What follows belongs to an exercise in optimizing a design on an open flow for small area; a production flow would make more cautious choices. Only simulation tests tie the RTL to the original design; equivalence was not proved. The flow treats the clock pin as an ideal source, which a real chip does not have. Power is estimated from default activity; no workload was simulated.

// pipelined_adder
module pipelined_adder (
	input logic [31:0] a,
	input logic [31:0] b,
	output logic [31:0] s,
	input logic cin, clk, rstn, valid_in,
	output logic cout, valid_out);
	logic [31:0] bs, bs_q;
	logic [3:0]  g, g_q;
	genvar i, j;
	generate
		for (i = 0; i < 4; i = i + 1) begin : blocks
			n_bit_rc_adder #(.N(8), .ZERO_CIN(i != 0)) adder(
				.a(a[8*i +: 8]),
				.b(b[8*i +: 8]),
				.cin(cin),
				.s(bs[8*i +: 8]),
				.cout(g[i])
			);
		end
	endgenerate
	always_ff @(posedge clk) begin
		valid_out <= rstn & valid_in;
		bs_q <= bs;
		g_q <= g;
	end
	logic [2:1] p;
	logic [3:1] bc;
	assign bc[1] = g_q[0];
	generate
		for (i = 1; i < 3; i = i + 1) begin : carries
			and8 all_ones(.x(bs_q[8*i +: 8]), .y(p[i]));
			carry_merge merge(.g(g_q[i]), .p(p[i]), .c(bc[i]), .y(bc[i+1]));
		end
	endgenerate
	assign s[7:0] = bs_q[7:0];
	logic [8:0] t [3:1];
	generate
		for (i = 1; i < 4; i = i + 1) begin : incs
			assign t[i][0] = bc[i];
			for (j = 0; j < 8; j = j + 1) begin : bits
				assign s[8*i + j] = bs_q[8*i + j] ^ t[i][j];
				assign t[i][j+1] = bs_q[8*i + j] & t[i][j];
			end
		end
	endgenerate
	carry_merge cout_merge(.g(g_q[3]), .p(bs_q[31]), .c(t[3][7]), .y(cout));
endmodule
For scale: roughly 110 cells after synthesis, about 37 flip-flops, ~100 I/O pins, ~1800 µm² of cells after synthesis.
==> module pipelined_adder, before the edit <==
module pipelined_adder (
	input logic [31:0] a,
	input logic [31:0] b,
	output logic [31:0] s,
	input logic cin, clk, rstn, valid_in,
	output logic cout, valid_out);
	logic [31:0] bs, bs_q;
	logic [3:0]  g, g_q;
	genvar i, j;
	generate
		for (i = 0; i < 4; i = i + 1) begin : blocks
			n_bit_rc_adder #(.N(8), .ZERO_CIN(i != 0)) adder(
				.a(a[8*i +: 8]),
				.b(b[8*i +: 8]),
				.cin(cin),
				.s(bs[8*i +: 8]),
				.cout(g[i])
			);
		end
	endgenerate
	always_ff @(posedge clk) begin
		valid_out <= rstn & valid_in;
		bs_q <= bs;
		g_q <= g;
	end
	logic [2:1] p;
	logic [3:1] bc;
	assign bc[1] = g_q[0];
	generate
		for (i = 1; i < 3; i = i + 1) begin : carries
			and8 all_ones(.x(bs_q[8*i +: 8]), .y(p[i]));
			carry_merge merge(.g(g_q[i]), .p(p[i]), .c(bc[i]), .y(bc[i+1]));
		end
	endgenerate
	assign s[7:0] = bs_q[7:0];
	logic [8:0] t [3:1];
	generate
		for (i = 1; i < 4; i = i + 1) begin : incs
			assign t[i][0] = bc[i];
			for (j = 0; j < 8; j = j + 1) begin : bits
				assign s[8*i + j] = bs_q[8*i + j] ^ t[i][j];
				assign t[i][j+1] = bs_q[8*i + j] & t[i][j];
			end
		end
	endgenerate
	carry_merge cout_merge(.g(g_q[3]), .p(bs_q[31]), .c(t[3][7]), .y(cout));
endmodule
export LEC_CHECK = 0
export CAP_MARGIN = 20
export CORE_MARGIN = 2
export CORE_UTILIZATION = 52
export SLEW_MARGIN = 20
export SYNTH_HIERARCHICAL = 1
create_clock -name core_clock -period 4.5 [get_ports {clk}]
standard.sh (not shown) runs the stock make flow with config.mk's settings and CLKGATE_MAP_FILE= SYNTH_SCRIPT=/design/flow/synth_recipe.tcl, a recipe that flattens the netlist after the stock synthesis.
==> flow/flow/run.sh <==
#!/bin/bash
# The standard layout, with two changes: the port buffers are the smallest
# buffer (buf_1) instead of the one buffer_ports picks, and the clock is
# buffered by pre_cts.tcl (a few clock buffers, no H-tree, no dummy loads).
set -euo pipefail
here=$(pwd)
export BUFFER_PORTS_ARGS="-buffer_cell sky130_fd_sc_hd__buf_1"
export CTS_ARGS="-sink_clustering_enable -repair_clock_nets -dont_use_dummy_load"
export PRE_CTS_TCL="$here/flow/pre_cts.tcl"
export CLOCK_GROUPS=${CLOCK_GROUPS:-2}
export CLOCK_BUF=${CLOCK_BUF:-sky130_fd_sc_hd__clkbuf_8}
bash standard.sh > "$here/orfs_flow.log" 2>&1
==> flow/flow/pre_cts.tcl <==
# Clock buffering for this small design: instead of an H-tree, CLOCK_GROUPS
# clock buffers (CLOCK_BUF) each drive one group of flip-flops, grouped by x
# position and placed at the group's centre. Every flip-flop gets its clock
# through exactly one buffer of the same type. CTS then finds the clock net
# already buffered and leaves it as it is.
set ngroups $::env(CLOCK_GROUPS)
set ffs {}
foreach inst [[ord::get_db_block] getInsts] {
  if {[[$inst getMaster] isSequential]} {
    set b [$inst getBBox]
    lappend ffs [list [expr {([$b xMin] + [$b xMax]) / 2}] [expr {([$b yMin] + [$b yMax]) / 2}] $inst]
  }
}
set ffs [lsort -integer -index 0 $ffs]
set n [llength $ffs]
set dbu [[ord::get_db_tech] getDbUnitsPerMicron]
for {set g 0} {$g < $ngroups} {incr g} {
  set lo [expr {$g * $n / $ngroups}]
  set hi [expr {($g + 1) * $n / $ngroups - 1}]
  set xs 0; set ys 0; set pins {}
  foreach f [lrange $ffs $lo $hi] {
    lassign $f x y inst
    set xs [expr {$xs + $x}]; set ys [expr {$ys + $y}]
    lappend pins [get_pins [$inst getName]/CLK]
  }
  set m [expr {$hi - $lo + 1}]
  set loc [list [expr {$xs / $m / double($dbu)}] [expr {$ys / $m / double($dbu)}]]
  insert_buffer -buffer_cell $::env(CLOCK_BUF) -net clk -load_pins $pins \
    -location $loc -buffer_name clkbuf_grp$g -net_name clk_grp$g
}
==> next run, changes <==
--- a/flow/design.v
+++ b/flow/design.v
@@ -72,7 +72,7 @@
 				assign s[8*i + j] = bs_q[8*i + j] ^ t[i][j];
 				assign t[i][j+1] = bs_q[8*i + j] & t[i][j];
 			end
 		end
 	endgenerate
-	carry_merge cout_merge(.g(g_q[3]), .p(bs_q[31]), .c(t[3][7]), .y(cout));
+	assign cout = g_q[3] | t[3][8];
 endmodule
The changed run finished clean.
Total power stays flat.
Worst hold slack got worse by 6.0 ps.
Via count hardly moves.
Wire length falls by about 2.3%.
Setup slack hardly moves.
Global-route usage falls by 0.85 points.
Cell area hardly moves.
Final cell count is unchanged.
Fmax stays flat.
Sequential share of layout area hardly moves.
Synthesized area hardly moves.
Sequential power barely changes.
Die area is about the same.

==> re-timing with driven ports <==
Ports are ideal in the flow. The routed layouts listed here were re-timed in OpenROAD. Step 1 assumes that a clkbuf_16 drives the clock port and a buf_2 every other input. Step 2 moves the port delays by t, midway between the first and last clock arrival at a register: inputs arrive t later, outputs are due t later. That takes back most of the time a late clock gives input paths. a / b / c = ideal / step 1 / step 2; a / b = the first two.
| run | shift t [ns] | slack for setup (ns) | worst hold slack (ns) | worst register clock-pin slew, ns | cell pins on the clock port's net |
|---|---|---|---|---|---|
| the first run | 0.191 | 0.376 / 0.387 / 0.197 | 0.923 / 0.912 / 1.102 | 0.10 / 0.10 | 2 |
| the second run | 0.195 | 0.376 / 0.390 / 0.195 | 0.917 / 0.909 / 1.104 | 0.11 / 0.11 | 2 |
After both steps setup and hold are still met in every run listed. The setup slack of the second run, which loses most, moves by +0.014 ns with the drivers and by -0.181 ns with both steps.
